Background: an optimization exercise with open tools, aiming at small area and a short achievable clock period. Do not read the settings as production practice.
Only simulation tests tie the RTL to the original design; equivalence was not proved.
Power figures rest on the tool's default switching activity, not on a simulated workload.

==> flow/design.v, too long to show whole: its modules and the start of the top module <==
// module halfAdder: 10 lines
// module fullAdder: 11 lines
// module PipelinedRadix4BoothWallace32: 2325 lines
module PipelinedRadix4BoothWallace32
(
    input logic clk,
    input logic run,
    input logic signedFlag,  
    input logic [32 - 1 : 0] multiplicand,
    input logic [32 - 1 : 0] multiplier,
    output logic [64 - 1 : 0] out
);
  // ...
==> flow/run.sh <==
#!/bin/bash
# synth_recipe.tcl (not shown) runs the flow's synth.tcl, then flattens the netlist and writes it again
# the make line also repeats each setting of config.mk as NAME=value (left out here)
make -C /OpenROAD-flow-scripts/flow DESIGN_CONFIG=/design/flow/config.mk WORK_HOME=/design/flow/orfs CLKGATE_MAP_FILE= SYNTH_SCRIPT=/design/flow/synth_recipe.tcl finish
==> flow/config.mk <==
export PLATFORM = sky130hd
export DESIGN_NAME = PipelinedRadix4BoothWallace32
export DESIGN_NICKNAME = PipelinedRadix4BoothWallace32
export VERILOG_FILES = /design/flow/design.v
export SDC_FILE = /design/flow/constraint.sdc
export NUM_CORES = 4
export LEC_CHECK = 0
export CAP_MARGIN = 20
export CORE_MARGIN = 2
export CORE_UTILIZATION = 50
export CTS_BUF_LIST = sky130_fd_sc_hd__clkbuf_4 sky130_fd_sc_hd__clkbuf_8
export CTS_CLUSTER_SIZE = 30
export PLACE_DENSITY = 0.65
export SETUP_SLACK_MARGIN = 1.7
export SLEW_MARGIN = 20
export SYNTH_HIERARCHICAL = 1
export SYNTH_MINIMUM_KEEP_SIZE = 0
==> flow/constraint.sdc <==
create_clock -name core_clock -period 4.2 [get_ports {clk}]
set_input_delay 0.8400 -clock core_clock [delete_from_list [all_inputs] [get_ports {clk}]]
set_output_delay 0.8400 -clock core_clock [all_outputs]
set_load 0.01 [all_outputs]
==> qor.yml, run 1 <==
finish:
  clkCellAreaFrac: 0.04339
  reg_top3: "r2: 299 flops, r3: 137 flops"
  n_sequential_cell: 653
  dominant_cells: "multi-input gates"
synthesis:
  synth_common_cells: "edfxtp_1 (653), xor2_1 (562), a22o_1 (522)"
  synth_fp_nets: 3698
  synth-seq-cells: 653
  yosysUniqueCellTypes: 41
  synth.most_common_cell: "edfxtp_1"
  syn_area_per_cell_um2: 14.48
  synth-edff-count: 653
power:
  power_density_nw_per_um2: 716.7
  p_seq_mw: 13.2
  seqPwrFrac: 0.365
sta:
  holdWs_ps: 410.0
  rsz0062_at_grt: "true"
  max_slew_margin: 0.4759
  tightest_slew_ps: 786.1
  setup_viol: 0
  final_hold_viol_count: 0
  finalCritPeriodShare: 0.6104
run_status:
  status: "finished clean"
worst_setup_path:
  r2r_start: "r1_neg[10]$_DFFE_PP_"
  cpMaxStageDelayCell: "fa_1"
  slowest_delay_ps: 580
clocking:
  clockRootBuffer: "clkbuf_8"
  numCtsBuffers: 114
hold_path:
  min_to: "r3[2]$_DFFE_PP_"
placed_design:
  dpl.hpwl_um: 78040
  dp_cells: 4154
floorplanning:
  start_util: 0.5048
global_route:
  use_met3: 0.04906
==> run 2, diff against run 1 <==
--- a/flow/design.v
+++ b/flow/design.v
@@ -1083,31 +1083,62 @@
 wire c1046;
 wire s1047;
 wire c1048;
 wire s1049;
 wire c1050;
 wire s1051;
 wire c1052;
 reg [63:0] r4_s;
-reg [6:0] r4_c;
+reg [14:0] r4_c;
 wire bg1, bp1;
 wire bg2, bp2;
 wire bg3, bp3;
 wire bg4, bp4;
 wire bg5, bp5;
 wire bg6, bp6;
 wire bg7, bp7;
 wire bg8, bp8;
 wire bg9, bp9;
 wire bg10, bp10;
 wire bg11, bp11;
 wire bg12, bp12;
 wire bg13, bp13;
 wire bg14, bp14;
+wire bg15, bp15;
+wire bg16, bp16;
+wire bg17, bp17;
+wire bg18, bp18;
+wire bg19, bp19;
+wire bg20, bp20;
+wire bg21, bp21;
+wire bg22, bp22;
+wire bg23, bp23;
+wire bg24, bp24;
+wire bg25, bp25;
+wire bg26, bp26;
+wire bg27, bp27;
+wire bg28, bp28;
+wire bg29, bp29;
+wire bg30, bp30;
+wire bg31, bp31;
+wire bg32, bp32;
+wire bg33, bp33;
+wire bg34, bp34;
+wire bg35, bp35;
+wire bg36, bp36;
+wire bg37, bp37;
+wire bg38, bp38;
+wire bg39, bp39;
+wire bg40, bp40;
+wire bg41, bp41;
+wire bg42, bp42;
+wire bg43, bp43;
+wire bg44, bp44;
+wire bg45, bp45;
 reg [63:0] r5;
 wire [32:0] ax = {signedFlag & multiplicand[31], multiplicand};
 wire [34:0] bx = {signedFlag & multiplier[31], signedFlag & multiplier[31], multiplier, 1'b0};
 wire [15:0] one_e, two_e, neg_e;
 assign one_e[0] = bx[1] ^ bx[0];
 assign two_e[0] = (bx[2] & ~bx[1] & ~bx[0]) | (~bx[2] & bx[1] & bx[0]);
 assign neg_e[0] = bx[2] & ~(bx[1] & bx[0]);
 assign one_e[1] = bx[3] ^ bx[2];
@@ -2279,68 +2310,154 @@
 halfAdder ha_l6_30 (.x(r3[108]), .y(r3[109]), .sum(s1041), .cout(c1042));
 fullAdder fa_l6_476 (.x(r3[110]), .y(r3[111]), .cin(r3[112]), .sum(s1043), .cout(c1044));
 halfAdder ha_l6_31 (.x(r3[113]), .y(r3[114]), .sum(s1045), .cout(c1046));
 fullAdder fa_l6_477 (.x(r3[116]), .y(r3[117]), .cin(r3[118]), .sum(s1047), .cout(c1048));
 fullAdder fa_l6_478 (.x(r3[120]), .y(r3[121]), .cin(r3[122]), .sum(s1049), .cout(c1050));
 fullAdder fa_l6_479 (.x(r3[124]), .y(r3[125]), .cin(r3[126]), .sum(s1051), .cout(c1052));
 wire [63:0] opx = {r3[135], r3[134], r3[132], r3[131], r3[129], r3[128], c1052, s1051, c1050, s1049, c1048, s1047, c1046, c1044, c1042, c1040, c1038, c1036, c1034, c1032, c1030, c1028, c1026, c1024, c1022, c1020, c1018, c1016, c1014, c1012, c1010, c1008, c1006, c1004, c1002, c1000, c998, c996, c994, c992, c990, c988, c986, c984, c982, c980, c978, c976, c974, c972, c970, c968, c966, c964, c962, c960, s959, r3[7], r3[6], r3[5], r3[4], r3[3], r3[2], r3[0]};
 wire [63:0] opy = {r3[136], 1'b0, r3[133], 1'b0, r3[130], 1'b0, r3[127], 1'b0, r3[123], 1'b0, r3[119], 1'b0, r3[115], s1045, s1043, s1041, s1039, s1037, s1035, s1033, s1031, s1029, s1027, s1025, s1023, s1021, s1019, s1017, s1015, s1013, s1011, s1009, s1007, s1005, s1003, s1001, s999, s997, s995, s993, s991, s989, s987, s985, s983, s981, s979, s977, s975, s973, s971, s969, s967, s965, s963, s961, 1'b0, 1'b0, 1'b0, 1'b0, 1'b0, 1'b0, 1'b0, r3[1]};
-wire [8:0] bs0 = {1'b0, opx[7:0]} + {1'b0, opy[7:0]};
-wire [8:0] bs1 = {1'b0, opx[15:8]} + {1'b0, opy[15:8]};
-wire [8:0] bs2 = {1'b0, opx[23:16]} + {1'b0, opy[23:16]};
-wire [8:0] bs3 = {1'b0, opx[31:24]} + {1'b0, opy[31:24]};
-wire [8:0] bs4 = {1'b0, opx[39:32]} + {1'b0, opy[39:32]};
-wire [8:0] bs5 = {1'b0, opx[47:40]} + {1'b0, opy[47:40]};
-wire [8:0] bs6 = {1'b0, opx[55:48]} + {1'b0, opy[55:48]};
-wire [8:0] bs7 = {1'b0, opx[63:56]} + {1'b0, opy[63:56]};
-always_ff @(posedge clk) if (run) r4_s <= {bs7[7:0], bs6[7:0], bs5[7:0], bs4[7:0], bs3[7:0], bs2[7:0], bs1[7:0], bs0[7:0]};
-always_ff @(posedge clk) if (run) r4_c <= {bs6[8], bs5[8], bs4[8], bs3[8], bs2[8], bs1[8], bs0[8]};
-wire [7:0] ball;
-assign ball[0] = &r4_s[7:0];
-assign ball[1] = &r4_s[15:8];
-assign ball[2] = &r4_s[23:16];
-assign ball[3] = &r4_s[31:24];
-assign ball[4] = &r4_s[39:32];
-assign ball[5] = &r4_s[47:40];
-assign ball[6] = &r4_s[55:48];
-assign ball[7] = &r4_s[63:56];
+wire [4:0] bs0 = {1'b0, opx[3:0]} + {1'b0, opy[3:0]};
+wire [4:0] bs1 = {1'b0, opx[7:4]} + {1'b0, opy[7:4]};
+wire [4:0] bs2 = {1'b0, opx[11:8]} + {1'b0, opy[11:8]};
+wire [4:0] bs3 = {1'b0, opx[15:12]} + {1'b0, opy[15:12]};
+wire [4:0] bs4 = {1'b0, opx[19:16]} + {1'b0, opy[19:16]};
+wire [4:0] bs5 = {1'b0, opx[23:20]} + {1'b0, opy[23:20]};
+wire [4:0] bs6 = {1'b0, opx[27:24]} + {1'b0, opy[27:24]};
+wire [4:0] bs7 = {1'b0, opx[31:28]} + {1'b0, opy[31:28]};
+wire [4:0] bs8 = {1'b0, opx[35:32]} + {1'b0, opy[35:32]};
+wire [4:0] bs9 = {1'b0, opx[39:36]} + {1'b0, opy[39:36]};
+wire [4:0] bs10 = {1'b0, opx[43:40]} + {1'b0, opy[43:40]};
+wire [4:0] bs11 = {1'b0, opx[47:44]} + {1'b0, opy[47:44]};
+wire [4:0] bs12 = {1'b0, opx[51:48]} + {1'b0, opy[51:48]};
+wire [4:0] bs13 = {1'b0, opx[55:52]} + {1'b0, opy[55:52]};
+wire [4:0] bs14 = {1'b0, opx[59:56]} + {1'b0, opy[59:56]};
+wire [4:0] bs15 = {1'b0, opx[63:60]} + {1'b0, opy[63:60]};
+always_ff @(posedge clk) if (run) r4_s <= {bs15[3:0], bs14[3:0], bs13[3:0], bs12[3:0], bs11[3:0], bs10[3:0], bs9[3:0], bs8[3:0], bs7[3:0], bs6[3:0], bs5[3:0], bs4[3:0], bs3[3:0], bs2[3:0], bs1[3:0], bs0[3:0]};
+always_ff @(posedge clk) if (run) r4_c <= {bs14[4], bs13[4], bs12[4], bs11[4], bs10[4], bs9[4], bs8[4], bs7[4], bs6[4], bs5[4], bs4[4], bs3[4], bs2[4], bs1[4], bs0[4]};
+wire [15:0] ball;
+assign ball[0] = &r4_s[3:0];
+assign ball[1] = &r4_s[7:4];
+assign ball[2] = &r4_s[11:8];
+assign ball[3] = &r4_s[15:12];
+assign ball[4] = &r4_s[19:16];
+assign ball[5] = &r4_s[23:20];
+assign ball[6] = &r4_s[27:24];
+assign ball[7] = &r4_s[31:28];
+assign ball[8] = &r4_s[35:32];
+assign ball[9] = &r4_s[39:36];
+assign ball[10] = &r4_s[43:40];
+assign ball[11] = &r4_s[47:44];
+assign ball[12] = &r4_s[51:48];
+assign ball[13] = &r4_s[55:52];
+assign ball[14] = &r4_s[59:56];
+assign ball[15] = &r4_s[63:60];
 assign bg1 = r4_c[1] | (ball[1] & r4_c[0]);
 assign bp1 = ball[1] & ball[0];
 assign bg2 = r4_c[2] | (ball[2] & r4_c[1]);
 assign bp2 = ball[2] & ball[1];
 assign bg3 = r4_c[3] | (ball[3] & r4_c[2]);
 assign bp3 = ball[3] & ball[2];
 assign bg4 = r4_c[4] | (ball[4] & r4_c[3]);
 assign bp4 = ball[4] & ball[3];
 assign bg5 = r4_c[5] | (ball[5] & r4_c[4]);
 assign bp5 = ball[5] & ball[4];
 assign bg6 = r4_c[6] | (ball[6] & r4_c[5]);
 assign bp6 = ball[6] & ball[5];
-assign bg7 = bg2 | (bp2 & r4_c[0]);
-assign bp7 = bp2 & ball[0];
-assign bg8 = bg3 | (bp3 & bg1);
-assign bp8 = bp3 & bp1;
-assign bg9 = bg4 | (bp4 & bg2);
-assign bp9 = bp4 & bp2;
-assign bg10 = bg5 | (bp5 & bg3);
-assign bp10 = bp5 & bp3;
-assign bg11 = bg6 | (bp6 & bg4);
-assign bp11 = bp6 & bp4;
-assign bg12 = bg9 | (bp9 & r4_c[0]);
-assign bp12 = bp9 & ball[0];
-assign bg13 = bg10 | (bp10 & bg1);
-assign bp13 = bp10 & bp1;
-assign bg14 = bg11 | (bp11 & bg7);
-assign bp14 = bp11 & bp7;
-wire [7:0] bcin;
+assign bg7 = r4_c[7] | (ball[7] & r4_c[6]);
+assign bp7 = ball[7] & ball[6];
+assign bg8 = r4_c[8] | (ball[8] & r4_c[7]);
+assign bp8 = ball[8] & ball[7];
+assign bg9 = r4_c[9] | (ball[9] & r4_c[8]);
+assign bp9 = ball[9] & ball[8];
+assign bg10 = r4_c[10] | (ball[10] & r4_c[9]);
+assign bp10 = ball[10] & ball[9];
+assign bg11 = r4_c[11] | (ball[11] & r4_c[10]);
+assign bp11 = ball[11] & ball[10];
+assign bg12 = r4_c[12] | (ball[12] & r4_c[11]);
+assign bp12 = ball[12] & ball[11];
+assign bg13 = r4_c[13] | (ball[13] & r4_c[12]);
+assign bp13 = ball[13] & ball[12];
+assign bg14 = r4_c[14] | (ball[14] & r4_c[13]);
+assign bp14 = ball[14] & ball[13];
+assign bg15 = bg2 | (bp2 & r4_c[0]);
+assign bp15 = bp2 & ball[0];
+assign bg16 = bg3 | (bp3 & bg1);
+assign bp16 = bp3 & bp1;
+assign bg17 = bg4 | (bp4 & bg2);
+assign bp17 = bp4 & bp2;
+assign bg18 = bg5 | (bp5 & bg3);
+assign bp18 = bp5 & bp3;
+assign bg19 = bg6 | (bp6 & bg4);
+assign bp19 = bp6 & bp4;
+assign bg20 = bg7 | (bp7 & bg5);
+assign bp20 = bp7 & bp5;
+assign bg21 = bg8 | (bp8 & bg6);
+assign bp21 = bp8 & bp6;
+assign bg22 = bg9 | (bp9 & bg7);
+assign bp22 = bp9 & bp7;
+assign bg23 = bg10 | (bp10 & bg8);
+assign bp23 = bp10 & bp8;
+assign bg24 = bg11 | (bp11 & bg9);
+assign bp24 = bp11 & bp9;
+assign bg25 = bg12 | (bp12 & bg10);
+assign bp25 = bp12 & bp10;
+assign bg26 = bg13 | (bp13 & bg11);
+assign bp26 = bp13 & bp11;
+assign bg27 = bg14 | (bp14 & bg12);
+assign bp27 = bp14 & bp12;
+assign bg28 = bg17 | (bp17 & r4_c[0]);
+assign bp28 = bp17 & ball[0];
+assign bg29 = bg18 | (bp18 & bg1);
+assign bp29 = bp18 & bp1;
+assign bg30 = bg19 | (bp19 & bg15);
+assign bp30 = bp19 & bp15;
+assign bg31 = bg20 | (bp20 & bg16);
+assign bp31 = bp20 & bp16;
+assign bg32 = bg21 | (bp21 & bg17);
+assign bp32 = bp21 & bp17;
+assign bg33 = bg22 | (bp22 & bg18);
+assign bp33 = bp22 & bp18;
+assign bg34 = bg23 | (bp23 & bg19);
+assign bp34 = bp23 & bp19;
+assign bg35 = bg24 | (bp24 & bg20);
+assign bp35 = bp24 & bp20;
+assign bg36 = bg25 | (bp25 & bg21);
+assign bp36 = bp25 & bp21;
+assign bg37 = bg26 | (bp26 & bg22);
+assign bp37 = bp26 & bp22;
+assign bg38 = bg27 | (bp27 & bg23);
+assign bp38 = bp27 & bp23;
+assign bg39 = bg32 | (bp32 & r4_c[0]);
+assign bp39 = bp32 & ball[0];
+assign bg40 = bg33 | (bp33 & bg1);
+assign bp40 = bp33 & bp1;
+assign bg41 = bg34 | (bp34 & bg15);
+assign bp41 = bp34 & bp15;
+assign bg42 = bg35 | (bp35 & bg16);
+assign bp42 = bp35 & bp16;
+assign bg43 = bg36 | (bp36 & bg28);
+assign bp43 = bp36 & bp28;
+assign bg44 = bg37 | (bp37 & bg29);
+assign bp44 = bp37 & bp29;
+assign bg45 = bg38 | (bp38 & bg30);
+assign bp45 = bp38 & bp30;
+wire [15:0] bcin;
 assign bcin[0] = 1'b0;
 assign bcin[1] = r4_c[0];
 assign bcin[2] = bg1;
-assign bcin[3] = bg7;
-assign bcin[4] = bg8;
-assign bcin[5] = bg12;
-assign bcin[6] = bg13;
-assign bcin[7] = bg14;
-wire [63:0] prod = {(r4_s[63] ^ (bcin[7] & (&r4_s[62:56]))), (r4_s[62] ^ (bcin[7] & (&r4_s[61:56]))), (r4_s[61] ^ (bcin[7] & (&r4_s[60:56]))), (r4_s[60] ^ (bcin[7] & (&r4_s[59:56]))), (r4_s[59] ^ (bcin[7] & (&r4_s[58:56]))), (r4_s[58] ^ (bcin[7] & (&r4_s[57:56]))), (r4_s[57] ^ (bcin[7] & (&r4_s[56:56]))), (r4_s[56] ^ bcin[7]), (r4_s[55] ^ (bcin[6] & (&r4_s[54:48]))), (r4_s[54] ^ (bcin[6] & (&r4_s[53:48]))), (r4_s[53] ^ (bcin[6] & (&r4_s[52:48]))), (r4_s[52] ^ (bcin[6] & (&r4_s[51:48]))), (r4_s[51] ^ (bcin[6] & (&r4_s[50:48]))), (r4_s[50] ^ (bcin[6] & (&r4_s[49:48]))), (r4_s[49] ^ (bcin[6] & (&r4_s[48:48]))), (r4_s[48] ^ bcin[6]), (r4_s[47] ^ (bcin[5] & (&r4_s[46:40]))), (r4_s[46] ^ (bcin[5] & (&r4_s[45:40]))), (r4_s[45] ^ (bcin[5] & (&r4_s[44:40]))), (r4_s[44] ^ (bcin[5] & (&r4_s[43:40]))), (r4_s[43] ^ (bcin[5] & (&r4_s[42:40]))), (r4_s[42] ^ (bcin[5] & (&r4_s[41:40]))), (r4_s[41] ^ (bcin[5] & (&r4_s[40:40]))), (r4_s[40] ^ bcin[5]), (r4_s[39] ^ (bcin[4] & (&r4_s[38:32]))), (r4_s[38] ^ (bcin[4] & (&r4_s[37:32]))), (r4_s[37] ^ (bcin[4] & (&r4_s[36:32]))), (r4_s[36] ^ (bcin[4] & (&r4_s[35:32]))), (r4_s[35] ^ (bcin[4] & (&r4_s[34:32]))), (r4_s[34] ^ (bcin[4] & (&r4_s[33:32]))), (r4_s[33] ^ (bcin[4] & (&r4_s[32:32]))), (r4_s[32] ^ bcin[4]), (r4_s[31] ^ (bcin[3] & (&r4_s[30:24]))), (r4_s[30] ^ (bcin[3] & (&r4_s[29:24]))), (r4_s[29] ^ (bcin[3] & (&r4_s[28:24]))), (r4_s[28] ^ (bcin[3] & (&r4_s[27:24]))), (r4_s[27] ^ (bcin[3] & (&r4_s[26:24]))), (r4_s[26] ^ (bcin[3] & (&r4_s[25:24]))), (r4_s[25] ^ (bcin[3] & (&r4_s[24:24]))), (r4_s[24] ^ bcin[3]), (r4_s[23] ^ (bcin[2] & (&r4_s[22:16]))), (r4_s[22] ^ (bcin[2] & (&r4_s[21:16]))), (r4_s[21] ^ (bcin[2] & (&r4_s[20:16]))), (r4_s[20] ^ (bcin[2] & (&r4_s[19:16]))), (r4_s[19] ^ (bcin[2] & (&r4_s[18:16]))), (r4_s[18] ^ (bcin[2] & (&r4_s[17:16]))), (r4_s[17] ^ (bcin[2] & (&r4_s[16:16]))), (r4_s[16] ^ bcin[2]), (r4_s[15] ^ (bcin[1] & (&r4_s[14:8]))), (r4_s[14] ^ (bcin[1] & (&r4_s[13:8]))), (r4_s[13] ^ (bcin[1] & (&r4_s[12:8]))), (r4_s[12] ^ (bcin[1] & (&r4_s[11:8]))), (r4_s[11] ^ (bcin[1] & (&r4_s[10:8]))), (r4_s[10] ^ (bcin[1] & (&r4_s[9:8]))), (r4_s[9] ^ (bcin[1] & (&r4_s[8:8]))), (r4_s[8] ^ bcin[1]), (r4_s[7] ^ (bcin[0] & (&r4_s[6:0]))), (r4_s[6] ^ (bcin[0] & (&r4_s[5:0]))), (r4_s[5] ^ (bcin[0] & (&r4_s[4:0]))), (r4_s[4] ^ (bcin[0] & (&r4_s[3:0]))), (r4_s[3] ^ (bcin[0] & (&r4_s[2:0]))), (r4_s[2] ^ (bcin[0] & (&r4_s[1:0]))), (r4_s[1] ^ (bcin[0] & (&r4_s[0:0]))), (r4_s[0] ^ bcin[0])};
+assign bcin[3] = bg15;
+assign bcin[4] = bg16;
+assign bcin[5] = bg28;
+assign bcin[6] = bg29;
+assign bcin[7] = bg30;
+assign bcin[8] = bg31;
+assign bcin[9] = bg39;
+assign bcin[10] = bg40;
+assign bcin[11] = bg41;
+assign bcin[12] = bg42;
+assign bcin[13] = bg43;
+assign bcin[14] = bg44;
+assign bcin[15] = bg45;
+wire [63:0] prod = {(r4_s[63] ^ (bcin[15] & (&r4_s[62:60]))), (r4_s[62] ^ (bcin[15] & (&r4_s[61:60]))), (r4_s[61] ^ (bcin[15] & (&r4_s[60:60]))), (r4_s[60] ^ bcin[15]), (r4_s[59] ^ (bcin[14] & (&r4_s[58:56]))), (r4_s[58] ^ (bcin[14] & (&r4_s[57:56]))), (r4_s[57] ^ (bcin[14] & (&r4_s[56:56]))), (r4_s[56] ^ bcin[14]), (r4_s[55] ^ (bcin[13] & (&r4_s[54:52]))), (r4_s[54] ^ (bcin[13] & (&r4_s[53:52]))), (r4_s[53] ^ (bcin[13] & (&r4_s[52:52]))), (r4_s[52] ^ bcin[13]), (r4_s[51] ^ (bcin[12] & (&r4_s[50:48]))), (r4_s[50] ^ (bcin[12] & (&r4_s[49:48]))), (r4_s[49] ^ (bcin[12] & (&r4_s[48:48]))), (r4_s[48] ^ bcin[12]), (r4_s[47] ^ (bcin[11] & (&r4_s[46:44]))), (r4_s[46] ^ (bcin[11] & (&r4_s[45:44]))), (r4_s[45] ^ (bcin[11] & (&r4_s[44:44]))), (r4_s[44] ^ bcin[11]), (r4_s[43] ^ (bcin[10] & (&r4_s[42:40]))), (r4_s[42] ^ (bcin[10] & (&r4_s[41:40]))), (r4_s[41] ^ (bcin[10] & (&r4_s[40:40]))), (r4_s[40] ^ bcin[10]), (r4_s[39] ^ (bcin[9] & (&r4_s[38:36]))), (r4_s[38] ^ (bcin[9] & (&r4_s[37:36]))), (r4_s[37] ^ (bcin[9] & (&r4_s[36:36]))), (r4_s[36] ^ bcin[9]), (r4_s[35] ^ (bcin[8] & (&r4_s[34:32]))), (r4_s[34] ^ (bcin[8] & (&r4_s[33:32]))), (r4_s[33] ^ (bcin[8] & (&r4_s[32:32]))), (r4_s[32] ^ bcin[8]), (r4_s[31] ^ (bcin[7] & (&r4_s[30:28]))), (r4_s[30] ^ (bcin[7] & (&r4_s[29:28]))), (r4_s[29] ^ (bcin[7] & (&r4_s[28:28]))), (r4_s[28] ^ bcin[7]), (r4_s[27] ^ (bcin[6] & (&r4_s[26:24]))), (r4_s[26] ^ (bcin[6] & (&r4_s[25:24]))), (r4_s[25] ^ (bcin[6] & (&r4_s[24:24]))), (r4_s[24] ^ bcin[6]), (r4_s[23] ^ (bcin[5] & (&r4_s[22:20]))), (r4_s[22] ^ (bcin[5] & (&r4_s[21:20]))), (r4_s[21] ^ (bcin[5] & (&r4_s[20:20]))), (r4_s[20] ^ bcin[5]), (r4_s[19] ^ (bcin[4] & (&r4_s[18:16]))), (r4_s[18] ^ (bcin[4] & (&r4_s[17:16]))), (r4_s[17] ^ (bcin[4] & (&r4_s[16:16]))), (r4_s[16] ^ bcin[4]), (r4_s[15] ^ (bcin[3] & (&r4_s[14:12]))), (r4_s[14] ^ (bcin[3] & (&r4_s[13:12]))), (r4_s[13] ^ (bcin[3] & (&r4_s[12:12]))), (r4_s[12] ^ bcin[3]), (r4_s[11] ^ (bcin[2] & (&r4_s[10:8]))), (r4_s[10] ^ (bcin[2] & (&r4_s[9:8]))), (r4_s[9] ^ (bcin[2] & (&r4_s[8:8]))), (r4_s[8] ^ bcin[2]), (r4_s[7] ^ (bcin[1] & (&r4_s[6:4]))), (r4_s[6] ^ (bcin[1] & (&r4_s[5:4]))), (r4_s[5] ^ (bcin[1] & (&r4_s[4:4]))), (r4_s[4] ^ bcin[1]), (r4_s[3] ^ (bcin[0] & (&r4_s[2:0]))), (r4_s[2] ^ (bcin[0] & (&r4_s[1:0]))), (r4_s[1] ^ (bcin[0] & (&r4_s[0:0]))), (r4_s[0] ^ bcin[0])};
 always_ff @(posedge clk) if (run) r5 <= prod;
 assign out = r5;
 endmodule
==> qor.yml, run 2 <==
power:
  power_density_nw_per_um2: 721.4  # was 716.7 nW/um2
  p_leak_nw: 19.98  # was 19.90 nW
  design_power_total_mw: 36.40  # was 36.17 mW
  ir_worst_vdd_mv: 0.3440  # was 0.4100 mV
global_route:
  track_usage: 0.2524  # was 0.2403
  grt_max_degree: 88  # was 93
  grt_pass1_wl_um: 172800  # was 165600 um
  grt_pass1_vias: 28311  # was 27921
  grt-ovfl-total: 0  # unchanged
  antenna_found_initial: 3  # was 7
routing:
  wl_per_cell_um: 25.47  # was 24.22 um
  drtIter0Drc: 2555  # was 2456
  dr.pass1.iters: 5  # was 6
  ant_nets: 0  # unchanged
  drc_errors: 0  # unchanged
  vias: 26830  # was 26340
  wirelength_um: 114500  # was 108500 um
  viasPerCell: 5.968  # was 5.879
worst_setup_path:
  r2r_cells: 6  # unchanged
  cp-start-kind: "register"  # unchanged
  cp_max_fo: 7  # was 6
  arrival_ps: 3000  # was 3070 ps
  path_class: "register to register"  # unchanged
  cp-startpoint: "r1_ax[28]$_DFFE_PP_"  # was r1_neg[10]$_DFFE_PP_
  crit_required_ps: 4680  # was 4700 ps
  r2r_start: "r1_ax[28]$_DFFE_PP_"  # was r1_neg[10]$_DFFE_PP_
  crit_path_end_kind: "register"  # unchanged
floorplanning:
  core_um2: 88100  # was 86890 um2
  start_util: 0.5035  # was 0.5048
  die_x_um: 301.9  # was 300.2 um
  chipHeight_um: 301.9  # was 300.2 um
  dieArea_um2: 91120  # was 90100 um2
  num_rows: 109  # was 108
  io_pins: 131  # unchanged
sta:
  final_hold_viol_count: 0  # unchanged
  min_period_ps: 2524  # was 2564 ps
  max_slew_margin: 0.4131  # was 0.4759
  rsz0062_at_grt: "true"  # unchanged
  maxSlewViolCount: 0  # unchanged
  tightest_slew_ps: 880.4  # was 786.1 ps
  fin_skew_ps: 45.28  # was 42.35 ps
  setup_viol: 0  # unchanged
  setup_tns_ps: 0  # unchanged
  max_clock_freq_mhz: 396.2  # was 390.1 MHz
  finalCritPeriodShare: 0.6009  # was 0.6104
synthesis:
  synth_fp_nets: 3749  # was 3698
  synth_common_cells: "edfxtp_1 (660), xor2_1 (560), a22o_1 (522)"  # was edfxtp_1 (653), xor2_1 (562), a22o_1 (522)
  yosys_most_used_dff: "edfxtp_1"  # unchanged
  syn_area_per_cell_um2: 14.48  # about the same
  synth.most_common_cell: "edfxtp_1"  # unchanged
  synth_warnings: 7  # unchanged
  synth_top_cell_area_share: 0.4468  # was 0.4471
  syn_area_um2: 44360  # was 43860 um2
  synth_area_leaders: "edfxtp_1 (45%), fa_1 (22%), xor2_1 (11%)"  # unchanged
  yosysTopAreaCell: "edfxtp_1"  # unchanged
  async_flop_share: 0  # unchanged
  synth-seq-cells: 660  # was 653
  synth-edff-count: 660  # was 653
  synth_cells: 3064  # was 3028
  ys_seq_area_frac: 0.4468  # was 0.4471
  yosysUniqueCellTypes: 47  # was 41
hold_path:
  hold_depth: 0  # unchanged
  hp-start: "r3[131]$_DFFE_PP_"  # was r2[2]$_DFFE_PP_
  hold_class: "register to register"  # unchanged
run_status:
  status: "finished clean"  # unchanged
clocking:
  cts_tree: "yes"  # unchanged
  insertion_delay_ps: 770  # was 780 ps
  clock-sinks: 660  # was 653
  numCtsBuffers: 113  # was 114
  path_clk_slew_ps: 60  # was 70 ps
  clockRootBuffer: "clkbuf_8"  # unchanged
  ctsHtreeMaxLevel: 3  # unchanged
  cts_buffer_depth: 3  # unchanged
finish:
  area_growth_pct: 13.75  # was 15.07%
  final_cell_mix: "edfxtp_1 (660), xor2_1 (556), a22o_1 (521)"  # was edfxtp_1 (653), xor2_1 (555), a22o_1 (522)
  top_register: "r2"  # unchanged
  final_nets: 3928  # was 3903
  largest_register_ffs: 299  # unchanged
  fin_util: 0.5728  # was 0.5808
  drive_gt1_frac: 0.1271  # was 0.1448
  layout_commonest_cell: "edfxtp_1"  # unchanged
  reg_top3: "r2: 299 flops, r3: 137 flops"  # unchanged
placed_design:
  gp_congestion: 0.9215  # was 0.8810
  port_buffers: 130  # unchanged
  dpl.hpwl_um: 85110  # was 78040 um
job:
  maxCapViolCount: 0  # unchanged
-- run 2: final cells by class --
type                    count  area (um2)
fillers                  7034       37640
clock inverters            59       417.9
multi-input cells        2048       23270
diodes                      2       5.005
well taps                1165        1458
inverters                  93       349.1
repair buffers            327        3374
flip-flops and latches    660       19820
clock buffers             142        1773
-- run 2: cells by family (layout without fill, tap and decap cells) --
logic type / Yosys count / in the layout / share of synthesized area
DFF: 660 / 660 / 0.4468
AOI/OAI and AO/OA: 638 / 638 / 0.1195
adders and majority gates: 618 / 618 / 0.2572
xor gates and xnor gates: 601 / 601 / 0.1187
buffers and inverters: 356 / 621 / 0.03193
and+or+nand+nor: 191 / 191 / 0.02595
other: 0 / 2 / 0
-- run 2: per-stage QoR --
step	worst slack [ps]	std cells	hold WS (ps)	area (um2)
after floorplan	1696	3064	400.3	44440
after global placement	1068	4213	403.5	47050
after detailed placement	1181	4219	404.5	47170
after CTS	1682	4474	403.9	50010
after global routing	1623	4496	419.9	50460
final	1676	4496	401.8	50460
-- run 2: timing repair --
item	CTS	global route
hold buffers	0	0
gates cloned	0	2
buffers inserted	54	18
setup endpoints to repair	306	95
pin swaps	2	36
gates resized for setup	98	69
-- run 2: power breakdown --
part | switching, mW | internal (mW) | total, mW
Combinational | 9.41 | 7.89 | 17.3
Clock | 2.66 | 3.03 | 5.70
Sequential | 1.50 | 11.9 | 13.4
-- run 2: per-layer routing --
metal / share of wire / vias to the layer above / routed length [um] / GRT usage
li1: - / 11425 / - / -
met1: 0.44 / 13678 / 50140 / 0.3711
met2: 0.43 / 1467 / 49520 / 0.3719
met3: 0.098 / 260 / 11260 / 0.05760
met4: 0.031 / 0 / 3592 / 0.08593
met5: 0 / - / 0 / 0
-- run 2: path summary, 6_finish.rpt --
check / slack (ps) / to
max: 1680 / r2[246]$_DFFE_PP_
min: 400 / r4_s[60]$_DFFE_PP_
max reg2reg: 1680 / r2[246]$_DFFE_PP_
min reg2reg: 400 / r4_s[60]$_DFFE_PP_
-- run 2: worst max-delay path, cell delays in order (launching register included) --
cell and delay [ps]:
edfxtp_1 390, buf_6 160, buf_12 160, xor2_1 190, a22o_1 270, fa_2 640
fa_1 440
-- run 2: Yosys stat by module, one instance, submodules excluded --
module	flops+latches	times used
fullAdder	0	479
PipelinedRadix4BoothWallace32	660	1
halfAdder	0	31
==> run 3, diff against run 2 <==
--- a/flow/config.mk
+++ b/flow/config.mk
@@ -12,2 +12,3 @@
 export CTS_CLUSTER_SIZE = 30
+export GPL_TIMING_DRIVEN = 0
 export PLACE_DENSITY = 0.65
==> qor.yml, run 3 <==
worst_setup_path:
  arrival_ps: 3200  # was 3000 ps
  crit_required_ps: 4730  # was 4680 ps
  cp_max_fo: 7  # unchanged
  cp-startpoint: "r1_neg[13]$_DFFE_PP_"  # was r1_ax[28]$_DFFE_PP_
  cp-start-kind: "register"  # unchanged
  r2r_start: "r1_neg[13]$_DFFE_PP_"  # was r1_ax[28]$_DFFE_PP_
  r2r_cells: 6  # unchanged
  path_class: "register to register"  # unchanged
  crit_path_end_kind: "register"  # unchanged
clocking:
  path_clk_slew_ps: 60  # about the same
  cts_buffer_depth: 3  # unchanged
  ctsHtreeMaxLevel: 3  # unchanged
  cts_tree: "yes"  # unchanged
  numCtsBuffers: 112  # was 113
  clockRootBuffer: "clkbuf_8"  # unchanged
  clock-sinks: 660  # unchanged
  insertion_delay_ps: 790  # was 770 ps
synthesis:
  synth_common_cells: "edfxtp_1 (660), xor2_1 (560), a22o_1 (522)"  # unchanged
  synth_warnings: 7  # unchanged
  syn_area_per_cell_um2: 14.48  # unchanged
  synth_cells: 3064  # unchanged
  syn_area_um2: 44360  # unchanged
  synth_top_cell_area_share: 0.4468  # unchanged
  yosysUniqueCellTypes: 47  # unchanged
  yosysTopAreaCell: "edfxtp_1"  # unchanged
  yosys_most_used_dff: "edfxtp_1"  # unchanged
  synth-edff-count: 660  # unchanged
  synth-seq-cells: 660  # unchanged
  ys_seq_area_frac: 0.4468  # unchanged
  async_flop_share: 0  # unchanged
  synth_area_leaders: "edfxtp_1 (45%), fa_1 (22%), xor2_1 (11%)"  # unchanged
  synth_fp_nets: 3749  # unchanged
  synth.most_common_cell: "edfxtp_1"  # unchanged
finish:
  fin_cells: 4734  # was 4496
  reg_top3: "r2: 299 flops, r3: 137 flops"  # unchanged
  area_growth_pct: 24.29  # was 13.75%
  final_nets: 4167  # was 3928
  fin_util: 0.6258  # was 0.5728
  final_cell_mix: "edfxtp_1 (660), a22o_1 (517), xor2_1 (451)"  # was edfxtp_1 (660), xor2_1 (556), a22o_1 (521)
  seq_area_um2: 19820  # unchanged
  top_register: "r2"  # unchanged
  fillers: 6687  # was 7034
  multiInputGateArea_um2: 24620  # was 23270 um2
  layout_commonest_cell: "edfxtp_1"  # unchanged
  drive_gt1_frac: 0.2425  # was 0.1271
  largest_register_ffs: 299  # unchanged
routing:
  drtIter0Drc: 3158  # was 2555
  wirelength_um: 146000  # was 114500 um
  viasPerCell: 6.053  # was 5.968
  ant_nets: 0  # unchanged
  drc_errors: 0  # unchanged
  vias: 28657  # was 26830
  dr.pass1.iters: 6  # was 5
  wl_per_cell_um: 30.84  # was 25.47 um
sta:
  maxSlewViolCount: 0  # unchanged
  max_clock_freq_mhz: 374.4  # was 396.2 MHz
  finalCritPeriodShare: 0.6360  # was 0.6009
  setup_viol: 0  # unchanged
  rsz0062_at_grt: "true"  # unchanged
  fin_skew_ps: 48.77  # was 45.28 ps
  setup_tns_ps: 0  # unchanged
  final_hold_viol_count: 0  # unchanged
  max_slew_margin: 0.4918  # was 0.4131
  tightest_slew_ps: 755.9  # was 880.4 ps
  holdWs_ps: 414.3  # was 401.8 ps
  min_period_ps: 2671  # was 2524 ps
placed_design:
  dpl.hpwl_um: 108300  # was 85110 um
  port_buffers: 130  # unchanged
  gp_congestion: 0.9641  # was 0.9215
  dp_cells: 4365  # was 4219
power:
  design_power_total_mw: 39.39  # was 36.40 mW
  p_leak_nw: 21.82  # was 19.98 nW
  ir_worst_vdd_mv: 0.5365  # was 0.3440 mV
  power_density_nw_per_um2: 714.4  # was 721.4 nW/um2
global_route:
  grt_pass1_vias: 29543  # was 28311
  grt-ovfl-total: 0  # unchanged
  track_usage: 0.3186  # was 0.2524
  antenna_found_initial: 10  # was 3
  grt_pass1_wl_um: 205000  # was 172800 um
  grt_max_degree: 115  # was 88
floorplanning:
  io_pins: 131  # unchanged
  die_x_um: 301.9  # unchanged
  start_util: 0.5035  # unchanged
  num_rows: 109  # unchanged
  core_um2: 88100  # unchanged
  chipHeight_um: 301.9  # unchanged
  dieArea_um2: 91120  # unchanged
job:
  maxCapViolCount: 0  # unchanged
hold_path:
  hold_class: "register to register"  # unchanged
  hp-start: "r2[14]$_DFFE_PP_"  # was r3[131]$_DFFE_PP_
  hold_depth: 0  # unchanged
run_status:
  status: "finished clean"  # unchanged
==> run 3: cell counts after synthesis <==
No cell type changed its count.
==> run 3: final cells by class <==
class,instances,share of cell area
tap,1165,0.02644
multi-input combinational,2048,0.4465
buffer,263,0.05857
timing repair buffer,304,0.06143
inverter,93,0.006331
antenna,2,0.00009077
clock inverter,44,0.006989
clock buffer,155,0.03415
sequential,660,0.3595
==> run 3: path summary, 6_finish.rpt <==
kind | endpoint | slack (ps)
worst max register to register | r2[198]$_DFFE_PP_ | 1530
worst min register to register | r3[11]$_DFFE_PP_ | 410
worst max-delay path | r2[198]$_DFFE_PP_ | 1530
worst min-delay path | r3[11]$_DFFE_PP_ | 410
==> run 3: where the power goes <==
group | leakage, nW | total [mW] | internal, mW | switching, mW
combinational | 14.1 | 20.2 | 8.95 | 11.2
clock | 1.18 | 5.95 | 3.31 | 2.64
sequential | 6.49 | 13.3 | 11.9 | 1.37
==> run 3: logic make-up after synthesis <==
kind of cell / Yosys count / synth area share
DFF: 660 / 0.4468
xor gates and xnor gates: 601 / 0.1187
and+or+nand+nor: 191 / 0.02595
buffers and inverters: 356 / 0.03193
AOI/OAI and AO/OA: 638 / 0.1195
adders and majority gates: 618 / 0.2572
==> run 3: critical path: stages, from the launching register on <==
cell      delay (ps)
edfxtp_1         550
buf_8            240
buf_12           160
xor2_2           180
a22o_1           260
fa_2             600
fa_2             450
==> run 3: repair_timing <==
action                                  CTS  global route
endpoints found under the setup margin  346           185
buffers inserted                         98            41
pin swaps                               218           183
endpoints found under the hold margin     0             0
resized for setup                       725           230
hold buffers                              0             0
gates cloned                             10            19
==> run 3: Yosys stat by module (local to each module, per instance) <==
module                         cells  copies in the design
PipelinedRadix4BoothWallace32   2554                     1
fullAdder                          1                   479
halfAdder                          1                    31
==> run 3: per-layer routing <==
layer	track usage	routed length (um)	up-vias
li1	-	-	11864
met1	0.4662	62230	14951
met2	0.4597	61910	1535
met3	0.07506	14970	301
met4	0.1311	6828	6
met5	0	40	-
==> run 3: per-stage QoR <==
step	setup WS (ps)	instance area [um2]
floorplan	1696	44440
global placement	-19010	47200
detailed placement	348.5	47370
CTS	1567	53350
global route	1520	55130
finish	1529	55140
==> run 4, diff against run 3 <==
--- a/flow/config.mk
+++ b/flow/config.mk
@@ -12,5 +12,4 @@
 export CTS_CLUSTER_SIZE = 30
-export GPL_TIMING_DRIVEN = 0
 export PLACE_DENSITY = 0.65
-export SETUP_SLACK_MARGIN = 1.7
+export SETUP_SLACK_MARGIN = 1.9
 export SLEW_MARGIN = 20
==> qor.yml, run 4 <==
synthesis:
  synth-edff-count: 660  # unchanged
  async_flop_share: 0  # unchanged
  synth_area_leaders: "edfxtp_1 (45%), fa_1 (22%), xor2_1 (11%)"  # unchanged
  synth_fp_nets: 3749  # unchanged
  synth-seq-cells: 660  # unchanged
  yosys_most_used_dff: "edfxtp_1"  # unchanged
  synth_cells: 3064  # unchanged
  synth_top_cell_area_share: 0.4468  # unchanged
  synth_common_cells: "edfxtp_1 (660), xor2_1 (560), a22o_1 (522)"  # unchanged
  synth_warnings: 7  # unchanged
  ys_seq_area_frac: 0.4468  # unchanged
  synth.most_common_cell: "edfxtp_1"  # unchanged
  yosysTopAreaCell: "edfxtp_1"  # unchanged
  syn_area_per_cell_um2: 14.48  # unchanged
  syn_area_um2: 44360  # unchanged
  yosysUniqueCellTypes: 47  # unchanged
sta:
  setup_viol: 0  # unchanged
  fin_skew_ps: 55.46  # was 48.77 ps
  tightest_slew_ps: 718.0  # was 755.9 ps
  setup_tns_ps: 0  # unchanged
  rsz0062_at_grt: "true"  # unchanged
  max_clock_freq_mhz: 387.4  # was 374.4 MHz
  final_hold_viol_count: 0  # unchanged
  finalCritPeriodShare: 0.6146  # was 0.6360
  min_period_ps: 2581  # was 2671 ps
  max_slew_margin: 0.5213  # was 0.4918
  maxSlewViolCount: 0  # unchanged
floorplanning:
  start_util: 0.5035  # unchanged
  dieArea_um2: 91120  # unchanged
  core_um2: 88100  # unchanged
  io_pins: 131  # unchanged
  chipHeight_um: 301.9  # unchanged
  die_x_um: 301.9  # unchanged
  num_rows: 109  # unchanged
worst_setup_path:
  arrival_ps: 3080  # was 3200 ps
  crit_top_cell: "fa_2"  # unchanged
  r2r_slack_ps: 1620  # was 1530 ps
  critical_path.top_delay_family: "adder cells"  # unchanged
  crit_required_ps: 4700  # was 4730 ps
  slowest_delay_ps: 670  # was 600 ps
  path_class: "register to register"  # unchanged
  cp_max_fo: 4  # was 7
  crit_path_end_kind: "register"  # unchanged
  cp-start-kind: "register"  # unchanged
  r2r_cells: 6  # unchanged
  cpMaxStageDelayCell: "fa_2"  # unchanged
  r2r-end: "r2[152]$_DFFE_PP_"  # was r2[198]$_DFFE_PP_
  crit_chain: "buf_6 > clkbuf_16 > xor2_1 > o21ai_0 > fa_2 > fa_2"  # was buf_8 > buf_12 > xor2_2 > a22o_1 > fa_2 > fa_2
  r2r_start: "r1_neg[0]$_DFFE_PP_"  # was r1_neg[13]$_DFFE_PP_
  path_buf_inv: 2  # unchanged
power:
  power_density_nw_per_um2: 695.8  # was 714.4 nW/um2
  p_leak_nw: 21.45  # was 21.82 nW
  ir_worst_vdd_mv: 0.3396  # was 0.5365 mV
job:
  maxCapViolCount: 0  # unchanged
global_route:
  grt_max_degree: 84  # was 115
  grt-ovfl-total: 0  # unchanged
  antenna_found_initial: 4  # was 10
  grt_pass1_wl_um: 187100  # was 205000 um
  grt_pass1_vias: 29510  # was 29543
  track_usage: 0.2789  # was 0.3186
finish:
  top_register: "r2"  # unchanged
  fin_util: 0.6311  # was 0.6258
  drive_gt1_frac: 0.2870  # was 0.2425
  final_cell_mix: "edfxtp_1 (660), a22o_1 (521), xor2_1 (402)"  # was edfxtp_1 (660), a22o_1 (517), xor2_1 (451)
  final_nets: 4110  # was 4167
  largest_register_ffs: 299  # unchanged
  layout_commonest_cell: "edfxtp_1"  # unchanged
  reg_top3: "r2: 299 flops, r3: 137 flops"  # unchanged
  area_growth_pct: 25.34  # was 24.29%
clocking:
  cts_buffer_depth: 3  # unchanged
  path_clk_slew_ps: 60  # about the same
  clockRootBuffer: "clkbuf_8"  # unchanged
  numCtsBuffers: 113  # was 112
  clock-sinks: 660  # unchanged
  ctsHtreeMaxLevel: 3  # unchanged
  insertion_delay_ps: 790  # about the same
  cts_tree: "yes"  # unchanged
  postCtsHoldBufs: 0  # unchanged
routing:
  viasPerCell: 6.109  # was 6.053
  ant_nets: 0  # unchanged
  wl_per_cell_um: 28.30  # was 30.84 um
  drtIter0Drc: 3451  # was 3158
  wirelength_um: 132500  # was 146000 um
  drc_errors: 0  # unchanged
  dr.pass1.iters: 8  # was 6
  vias: 28608  # was 28657
placed_design:
  gp_congestion: 0.9232  # was 0.9641
  port_buffers: 130  # unchanged
  dpl.hpwl_um: 85670  # was 108300 um
hold_path:
  hold_depth: 0  # unchanged
  hp-start: "r4_s[1]$_DFFE_PP_"  # was r2[14]$_DFFE_PP_
  hold_class: "register to register"  # unchanged
  min_to: "r5[1]$_DFFE_PP_"  # was r3[11]$_DFFE_PP_
run_status:
  status: "finished clean"  # unchanged
==> run 4: cell counts after synthesis <==
Identical to the previous run, type by type.
==> run 4: layout make-up <==
class	instances	area, um2
flip-flops and latches	660	19820
clock inverters	66	515.5
clock buffers	140	1758
multi-input cells	2048	25400
well taps	1165	1458
repair buffers	509	6296
fillers	6297	32500
diodes	2	5.005
inverters	93	352.8
==> run 4: routing by layer <==
metal	routed length, um	vias to the layer above	part of all wire	GRT usage
li1	-	11696	-	-
met1	53390	14528	0.40	0.4013
met2	56530	1940	0.43	0.4019
met3	15800	442	0.12	0.07628
met4	6784	2	0.051	0.1159
met5	13	-	0.000098	0
==> run 4: cells by family (layout without fill, tap and decap cells) <==
logic type | after synthesis | in the layout | synth area share
other | 0 | 2 | 0
buffers and inverters | 356 | 808 | 0.03193
flip-flops | 660 | 660 | 0.4468
AND/OR/NAND/NOR | 191 | 191 | 0.02595
AO/OA/AOI/OAI | 638 | 638 | 0.1195
adder cells (fa/ha/maj) | 618 | 618 | 0.2572
XOR/XNOR | 601 | 601 | 0.1187
==> run 4: worst max-delay path by stage <==
stage / startpoint / to / slack (ps) / cells after the start
after floorplan: r1_neg[7]$_DFFE_PP_ / r2[177]$_DFFE_PP_ / 1880 / 6
after global placement: r1_neg[5]$_DFFE_PP_ / r2[120]$_DFFE_PP_ / 1150 / 5
after detailed placement: r1_neg[5]$_DFFE_PP_ / r2[120]$_DFFE_PP_ / 1120 / 5
after CTS: r1_neg[1]$_DFFE_PP_ / r2[21]$_DFFE_PP_ / 1700 / 6
after global routing: r1_neg[0]$_DFFE_PP_ / r2[152]$_DFFE_PP_ / 1570 / 6
final: r1_neg[0]$_DFFE_PP_ / r2[152]$_DFFE_PP_ / 1620 / 6
==> run 4: power by group <==
| group | internal (mW) | switching, mW | total, mW |
|---|---|---|---|
| Sequential | 11.9 | 1.52 | 13.4 |
| Combinational | 9.01 | 10.3 | 19.3 |
| Clock | 3.19 | 2.78 | 5.97 |
==> run 4: stage by stage <==
step	hold slack, ps	power, mW	worst slack, ps	instances	instance area, um2
after floorplan	400.3	24.00	1884	3064	45450
after global placement	401.8	30.09	1150	4209	46980
after detailed placement	404.5	30.81	1124	4209	46980
after CTS	418.3	37.90	1699	4589	52830
after global routing	427.0	41.48	1572	4682	55600
final	419.0	38.69	1619	4683	55600
==> run 4: repair_timing <==
item,4_1_cts,5_1_grt
setup buffers,147,64
gates cloned,27,28
pin swaps,256,293
gates resized for setup,504,293
setup endpoints to repair,358,258
==> run 4: Yosys stat by module, one instance, submodules excluded <==
| module | copies in the design | cells | flip-flops and latches |
|---|---|---|---|
| PipelinedRadix4BoothWallace32 | 1 | 2554 | 660 |
| fullAdder | 479 | 1 | 0 |
| halfAdder | 31 | 1 | 0 |
==> run 5, diff against run 4 <==
--- a/flow/config.mk
+++ b/flow/config.mk
@@ -13,3 +13,3 @@
 export PLACE_DENSITY = 0.65
-export SETUP_SLACK_MARGIN = 1.9
+export SETUP_SLACK_MARGIN = 1.6
 export SLEW_MARGIN = 20
==> qor.yml, run 5 <==
run_status:
  status: "finished clean"  # unchanged
synthesis:
  synth-edff-count: 660  # unchanged
  yosys_most_used_dff: "edfxtp_1"  # unchanged
  syn_area_per_cell_um2: 14.48  # unchanged
  yosysUniqueCellTypes: 47  # unchanged
  synth_compound_area_frac: 0.1195  # unchanged
  synth_top_family_by_area: "adder cells"  # unchanged
  async_flop_share: 0  # unchanged
  synth_common_cells: "edfxtp_1 (660), xor2_1 (560), a22o_1 (522)"  # unchanged
  synthSimpleGateAreaFrac: 0.02595  # unchanged
  synth-seq-cells: 660  # unchanged
  synth_area_leaders: "edfxtp_1 (45%), fa_1 (22%), xor2_1 (11%)"  # unchanged
  synth_fp_nets: 3749  # unchanged
  synthAdderAreaFrac: 0.2572  # unchanged
  synth_top_cell_area_share: 0.4468  # unchanged
  ys_seq_area_frac: 0.4468  # unchanged
  syn_area_um2: 44360  # unchanged
  muxShareOfSynthArea: 0  # unchanged
  synth.most_common_cell: "edfxtp_1"  # unchanged
  synth-xor-area-share: 0.1187  # unchanged
  synth_warnings: 7  # unchanged
  yosysTopAreaCell: "edfxtp_1"  # unchanged
  synth_cells: 3064  # unchanged
sta:
  maxSlewViolCount: 0  # unchanged
  max_clock_freq_mhz: 385.3  # was 387.4 MHz
  setup_tns_ps: 0  # unchanged
  rsz0062_at_grt: "true"  # unchanged
  min_period_ps: 2595  # was 2581 ps
  final_hold_viol_count: 0  # unchanged
  tightest_slew_ps: 822.5  # was 718.0 ps
  fin_skew_ps: 39.65  # was 55.46 ps
  max_slew_margin: 0.4517  # was 0.5213
  finalCritPeriodShare: 0.6179  # was 0.6146
  setup_viol: 0  # unchanged
clocking:
  clockRootBuffer: "clkbuf_8"  # unchanged
  clock-sinks: 660  # unchanged
  cts_tree: "yes"  # unchanged
  ctsHtreeMaxLevel: 3  # unchanged
  path_clk_slew_ps: 70  # was 60 ps
  cts_buffer_depth: 3  # unchanged
  insertion_delay_ps: 760  # was 790 ps
  numCtsBuffers: 111  # was 113
hold_path:
  hp-start: "r2[3]$_DFFE_PP_"  # was r4_s[1]$_DFFE_PP_
  min_to: "r3[3]$_DFFE_PP_"  # was r5[1]$_DFFE_PP_
  hold_class: "register to register"  # unchanged
  hold_depth: 0  # unchanged
finish:
  largest_register_ffs: 299  # unchanged
  fin_area_um2: 50010  # was 55600 um2
  fillers: 6944  # was 6297
  fin_util: 0.5676  # was 0.6311
  area_growth_pct: 12.73  # was 25.34%
  top_register: "r2"  # unchanged
  drive_gt1_frac: 0.1105  # was 0.2870
  final_nets: 3904  # was 4110
  reg_top3: "r2: 299 flops, r3: 137 flops"  # unchanged
  layout_commonest_cell: "edfxtp_1"  # unchanged
  final_cell_mix: "edfxtp_1 (660), xor2_1 (560), a22o_1 (522)"  # was edfxtp_1 (660), a22o_1 (521), xor2_1 (402)
floorplanning:
  chipHeight_um: 301.9  # unchanged
  io_pins: 131  # unchanged
  dieArea_um2: 91120  # unchanged
  start_util: 0.5035  # unchanged
  core_um2: 88100  # unchanged
  die_x_um: 301.9  # unchanged
  num_rows: 109  # unchanged
power:
  power_density_nw_per_um2: 720.8  # was 695.8 nW/um2
  p_leak_nw: 19.68  # was 21.45 nW
  design_power_total_mw: 36.05  # was 38.69 mW
  ir_worst_vdd_mv: 0.3610  # was 0.3396 mV
global_route:
  grt_max_degree: 100  # was 84
  track_usage: 0.2525  # was 0.2789
  antenna_found_initial: 4  # unchanged
  grt_pass1_wl_um: 171500  # was 187100 um
  grt_pass1_vias: 28131  # was 29510
  grt-ovfl-total: 0  # unchanged
worst_setup_path:
  crit_path_end_kind: "register"  # unchanged
  crit_required_ps: 4690  # was 4700 ps
  crit_top_cell: "fa_1"  # was fa_2
  crit_chain: "buf_4 > xor2_1 > a22o_1 > fa_1 > fa_1"  # was buf_6 > clkbuf_16 > xor2_1 > o21ai_0 > fa_2 > fa_2
  cpMaxStageDelayCell: "fa_1"  # was fa_2
  r2r_slack_ps: 1600  # was 1620 ps
  r2r-end: "r2[122]$_DFFE_PP_"  # was r2[152]$_DFFE_PP_
  arrival_ps: 3080  # about the same
  slowest_delay_ps: 690  # was 670 ps
  r2r_cells: 5  # was 6
  r2r_start: "r1_ax[20]$_DFFE_PP_"  # was r1_neg[0]$_DFFE_PP_
  cp-start-kind: "register"  # unchanged
  path_class: "register to register"  # unchanged
  cp_max_fo: 17  # was 4
routing:
  dr.pass1.iters: 6  # was 8
  wirelength_um: 113500  # was 132500 um
  ant_nets: 0  # unchanged
  drtIter0Drc: 2917  # was 3451
  vias: 26692  # was 28608
  drc_errors: 0  # unchanged
  viasPerCell: 5.970  # was 6.109
  wl_per_cell_um: 25.39  # was 28.30 um
job:
  maxCapViolCount: 0  # unchanged
placed_design:
  place_area_um2: 46940  # was 46980 um2
  dpl.hpwl_um: 83660  # was 85670 um
  gp_congestion: 0.9071  # was 0.9232
  port_buffers: 130  # unchanged
## run 5: cell counts after synthesis
Identical to the previous run, type by type.
## run 5: power breakdown
part / switching (mW) / total (mW) / leakage [nW] / internal (mW)
Clock: 2.64 / 5.52 / 1.10 / 2.88
Combinational: 9.30 / 17.1 / 12.1 / 7.84
Sequential: 1.48 / 13.4 / 6.49 / 11.9
Total: 13.4 / 36.0 / 19.7 / 22.6
## run 5: modules after synthesis, one instance, submodules excluded
module,cell area (um2),copies in the design
halfAdder,12.51,31
PipelinedRadix4BoothWallace32,34390,1
fullAdder,20.02,479
## run 5: worst max-delay path: cells and delay by family (launching register included)
kind / cells / cell delay, ps
AO/OA/AOI/OAI: 1 / 280
XOR/XNOR: 1 / 150
adder cells (fa/ha/maj): 2 / 1160
buffers and inverters: 1 / 380
flip-flops: 1 / 320
## run 5: metrics by stage
step	setup slack, ps	instances	hold slack, ps
2_1_floorplan	1664	3064	400.3
3_3_place_gp	1041	4198	401.7
3_5_place_dp	1013	4200	404.5
4_1_cts	1605	4448	408.4
5_1_grt	1582	4470	423.8
6_report	1605	4471	408.6
## run 5: worst max-delay path by stage
stage                         start                end  slack [ps]  depth (start not counted)
6_report        r1_ax[20]$_DFFE_PP_  r2[122]$_DFFE_PP_        1600                          5
5_1_grt        r1_neg[15]$_DFFE_PP_  r2[206]$_DFFE_PP_        1580                          5
4_1_cts         r1_two[4]$_DFFE_PP_   r2[87]$_DFFE_PP_        1600                          4
3_5_place_dp    r1_neg[1]$_DFFE_PP_  r2[100]$_DFFE_PP_        1010                          5
3_3_place_gp    r1_neg[1]$_DFFE_PP_  r2[100]$_DFFE_PP_        1040                          5
2_1_floorplan   r1_ax[14]$_DFFE_PP_  r2[122]$_DFFE_PP_        1660                          6
## run 5: area by class of cell
cell class	count	area, um2	share of cell area
repair buffers	305	3109	0.06217
well taps	1165	1458	0.02915
diodes	4	10.01	0.0002001
clock buffers	135	1720	0.03440
flip-flops and latches	660	19820	0.3963
clock inverters	61	375.4	0.007506
multi-input cells	2048	23170	0.4633
inverters	93	349.1	0.006980
## run 5: logic make-up (layout without fill, tap and decap cells)
kind of cell               count (synthesis)  in the layout
AOI/OAI and AO/OA                        638            638
xor gates and xnor gates                 601            601
adders and majority gates                618            618
buffers and inverters                    356            594
DFF                                      660            660
other                                      0              4
and+or+nand+nor                          191            191
## run 5: timing repair
item	in CTS	in global routing
pin swaps	2	1
endpoints found under the setup margin	245	47
gates resized for setup	18	26
setup buffers	52	19
hold buffers	0	0
## run 5: metal layers
layer | routed length [um] | up-vias | track usage
met5 | 0 | - | 0
li1 | - | 11361 | -
met3 | 10730 | 292 | 0.05121
met2 | 49380 | 1455 | 0.3741
met1 | 49570 | 13584 | 0.3721
met4 | 3868 | 0 | 0.08993
==> run 6, diff against run 5 <==
--- a/flow/config.mk
+++ b/flow/config.mk
@@ -13,3 +13,3 @@
 export PLACE_DENSITY = 0.65
-export SETUP_SLACK_MARGIN = 1.6
+export SETUP_SLACK_MARGIN = 1.5
 export SLEW_MARGIN = 20
==> qor.yml, run 6 <==
finish:
  fin_util: 0.5702  # was 0.5676
  top_register: "r2"  # unchanged
  final_cell_mix: "edfxtp_1 (660), xor2_1 (559), a22o_1 (522)"  # was edfxtp_1 (660), xor2_1 (560), a22o_1 (522)
  fin_area_um2: 50230  # was 50010 um2
  drive_gt1_frac: 0.1112  # was 0.1105
  fin_cells: 4478  # was 4471
  final_nets: 3898  # was 3904
  fillers: 6959  # was 6944
  area_growth_pct: 13.24  # was 12.73%
  largest_register_ffs: 299  # unchanged
  layout_commonest_cell: "edfxtp_1"  # unchanged
  reg_top3: "r2: 299 flops, r3: 137 flops"  # unchanged
sta:
  layout_setup_ws_ps: 1484  # was 1605 ps
  setup_tns_ps: 0  # unchanged
  holdWs_ps: 417.8  # was 408.6 ps
  min_period_ps: 2716  # was 2595 ps
  tightest_slew_ps: 924.1  # was 822.5 ps
  setup_viol: 0  # unchanged
  rsz0062_at_grt: "true"  # unchanged
  max_clock_freq_mhz: 368.1  # was 385.3 MHz
  maxSlewViolCount: 0  # unchanged
  finalCritPeriodShare: 0.6467  # was 0.6179
  max_slew_margin: 0.3839  # was 0.4517
  fin_skew_ps: 52.75  # was 39.65 ps
  final_hold_viol_count: 0  # unchanged
clocking:
  clock-sinks: 660  # unchanged
  insertion_delay_ps: 770  # was 760 ps
  path_clk_slew_ps: 60  # was 70 ps
  ctsHtreeMaxLevel: 3  # unchanged
  cts_buffer_depth: 3  # unchanged
  clockRootBuffer: "clkbuf_8"  # unchanged
  numCtsBuffers: 112  # was 111
  cts_tree: "yes"  # unchanged
worst_setup_path:
  cp_max_fo: 23  # was 17
  cpMaxStageDelayCell: "edfxtp_1"  # was fa_1
  crit_top_cell: "fa_1"  # unchanged
  path_buf_inv: 1  # unchanged
  crit_required_ps: 4660  # was 4690 ps
  slowest_delay_ps: 770  # was 690 ps
  cp-start-kind: "register"  # unchanged
  critical_path.top_delay_family: "adder cells"  # unchanged
  crit_chain: "buf_4 > a22o_1 > fa_1 > fa_1"  # was buf_4 > xor2_1 > a22o_1 > fa_1 > fa_1
  arrival_ps: 3170  # was 3080 ps
  path_class: "register to register"  # unchanged
  crit_path_end_kind: "register"  # unchanged
placed_design:
  place_area_um2: 46970  # was 46940 um2
  dp_cells: 4201  # was 4200
  gp_congestion: 0.9035  # was 0.9071
  pre_cts_ws_ps: 1007  # was 1013 ps
  port_buffers: 130  # unchanged
  dpl.hpwl_um: 83990  # was 83660 um
synthesis:
  synth_area_leaders: "edfxtp_1 (45%), fa_1 (22%), xor2_1 (11%)"  # unchanged
  yosysUniqueCellTypes: 47  # unchanged
  synth-seq-cells: 660  # unchanged
  synth.most_common_cell: "edfxtp_1"  # unchanged
  yosysTopAreaCell: "edfxtp_1"  # unchanged
  async_flop_share: 0  # unchanged
  synth_common_cells: "edfxtp_1 (660), xor2_1 (560), a22o_1 (522)"  # unchanged
  yosys_most_used_dff: "edfxtp_1"  # unchanged
  syn_area_per_cell_um2: 14.48  # unchanged
  synth_fp_nets: 3749  # unchanged
  syn_area_um2: 44360  # unchanged
  synth_warnings: 7  # unchanged
  ys_seq_area_frac: 0.4468  # unchanged
  synth_cells: 3064  # unchanged
  synth-edff-count: 660  # unchanged
  synth_top_cell_area_share: 0.4468  # unchanged
floorplanning:
  start_util: 0.5035  # unchanged
  die_x_um: 301.9  # unchanged
  dieArea_um2: 91120  # unchanged
  core_um2: 88100  # unchanged
  chipHeight_um: 301.9  # unchanged
  io_pins: 131  # unchanged
  num_rows: 109  # unchanged
run_status:
  status: "finished clean"  # unchanged
global_route:
  grt_max_degree: 127  # was 100
  track_usage: 0.2523  # was 0.2525
  grt_pass1_wl_um: 171800  # was 171500 um
  grt-ovfl-total: 0  # unchanged
  grt_pass1_vias: 28041  # was 28131
  antenna_found_initial: 3  # was 4
power:
  switching_share: 0.3691  # was 0.3721
  p_leak_nw: 19.77  # was 19.68 nW
  pwr-share-clk: 0.167  # was 0.153
  p_int_mw: 23.26  # was 22.63 mW
  design_power_total_mw: 36.86  # was 36.05 mW
  switching_power_mw: 13.61  # was 13.41 mW
  ir_worst_vdd_mv: 0.4547  # was 0.3610 mV
  power_frac_comb: 0.468  # was 0.475
  power_density_nw_per_um2: 733.8  # was 720.8 nW/um2
  seqPwrFrac: 0.365  # was 0.372
routing:
  top_layer: "met4"  # unchanged
  dr_wl_met2_um: 49020  # was 49380 um
  drtIter0Drc: 2949  # was 2917
  dr.pass1.iters: 6  # unchanged
  viasPerCell: 5.937  # was 5.970
  wirelength_um: 113200  # was 113500 um
  drc_errors: 0  # unchanged
  drt-met1-wl_um: 50220  # was 49570 um
  wl_per_cell_um: 25.27  # was 25.39 um
  ant_nets: 0  # unchanged
  vias: 26586  # was 26692
  wl_met3_um: 10330  # was 10730 um
job:
  maxCapViolCount: 0  # unchanged
hold_path:
  hold_class: "register to register"  # unchanged
==> run 6: cells by family (layout without fill, tap and decap cells) <==
family / count (synthesis) / after routing / synth area share
flops: 660 / 660 / 0.4468
compound gates: 638 / 638 / 0.1195
fa+ha+maj: 618 / 618 / 0.2572
xor+xnor: 601 / 601 / 0.1187
buf+inv: 356 / 600 / 0.03193
simple gates: 191 / 191 / 0.02595
other cells: 0 / 5 / 0
==> run 6: cell type report <==
cell class | instances | area (um2) | area share
Tap cell | 1165 | 1458 | 0.02902
Multi-Input combinational cell | 2048 | 23170 | 0.4612
Clock buffer | 141 | 1765 | 0.03514
Inverter | 93 | 349.1 | 0.006949
Sequential cell | 660 | 19820 | 0.3945
Antenna cell | 5 | 12.51 | 0.0002491
Clock inverter | 68 | 633.1 | 0.01260
Timing Repair Buffer | 298 | 3030 | 0.06033
==> run 6: power groups by stage <==
stage	sequential (mW)	clock (mW)	combinational, mW
2_1_floorplan	13.1	0	10.7
3_3_place_gp	13.6	0	16.3
3_5_place_dp	13.7	0	16.9
4_1_cts	13.5	6.30	17.3
5_1_grt	13.7	6.59	19.6
6_report	13.5	6.15	17.3
==> run 6: timing repair <==
item                                    4_1_cts  5_1_grt
endpoints found under the hold margin         0        0
gates resized for setup                       7        9
setup buffers                                49       10
endpoints found under the setup margin      242       47
hold buffers                                  0        0
==> run 6: path summary, 6_finish.rpt <==
| check | from | endpoint | slack [ps] | cells past startpoint |
|---|---|---|---|---|
| worst max-delay path | r1_one[10]$_DFFE_PP_ | r2[158]$_DFFE_PP_ | 1480 | 4 |
| worst min-delay path | r2[2]$_DFFE_PP_ | r3[2]$_DFFE_PP_ | 420 | 0 |
| worst max register to register | r1_one[10]$_DFFE_PP_ | r2[158]$_DFFE_PP_ | 1480 | 4 |
| worst min register to register | r2[2]$_DFFE_PP_ | r3[2]$_DFFE_PP_ | 420 | 0 |
==> run 6: routing by layer <==
metal | GRT usage | up-vias
li1 | - | 11354
met1 | 0.3736 | 13540
met2 | 0.3734 | 1424
met3 | 0.05265 | 268
met4 | 0.08451 | 0
met5 | 0 | -
==> run 6: Yosys stat by module (local to each module, per instance) <==
module	flip-flops and latches	area (um2)	cells inside
fullAdder	0	20.02	1
PipelinedRadix4BoothWallace32	660	34390	2554
halfAdder	0	12.51	1

## separate check: timing with driven ports
The results above use ideal ports. As a check the final layouts listed here were re-extracted and re-timed, cells and wires unchanged. Step 1, drivers: a clkbuf_16 drives clk and a buf_2 each remaining input, both assumed. Step 2 moves the port delays by t, midway between the first and last clock arrival at a register: inputs arrive t later, outputs are due t later. That takes back most of the time a late clock gives input paths. Three values: no drivers, after step 1, after step 2; two values: the first two.
run | t, ns | slack for setup (ns) | worst slew at a driven data input, ns
run 1 | 0.818 | 1.636 / 1.636 / 1.636 | 0.08
run 2 | 0.810 | 1.676 / 1.676 / 1.676 | 0.06
run 3 | 0.829 | 1.529 / 1.529 / 1.219 | 0.05
run 4 | 0.822 | 1.619 / 1.619 / 1.619 | 0.05
run 5 | 0.809 | 1.605 / 1.605 / 1.605 | 0.05
run 6 | 0.800 | 1.484 / 1.484 / 1.484 | 0.06
After both steps setup and hold are still met in every run listed. For run 3, which loses most, drivers alone change the setup slack by 0.000 ns; drivers and shift together by -0.310 ns.
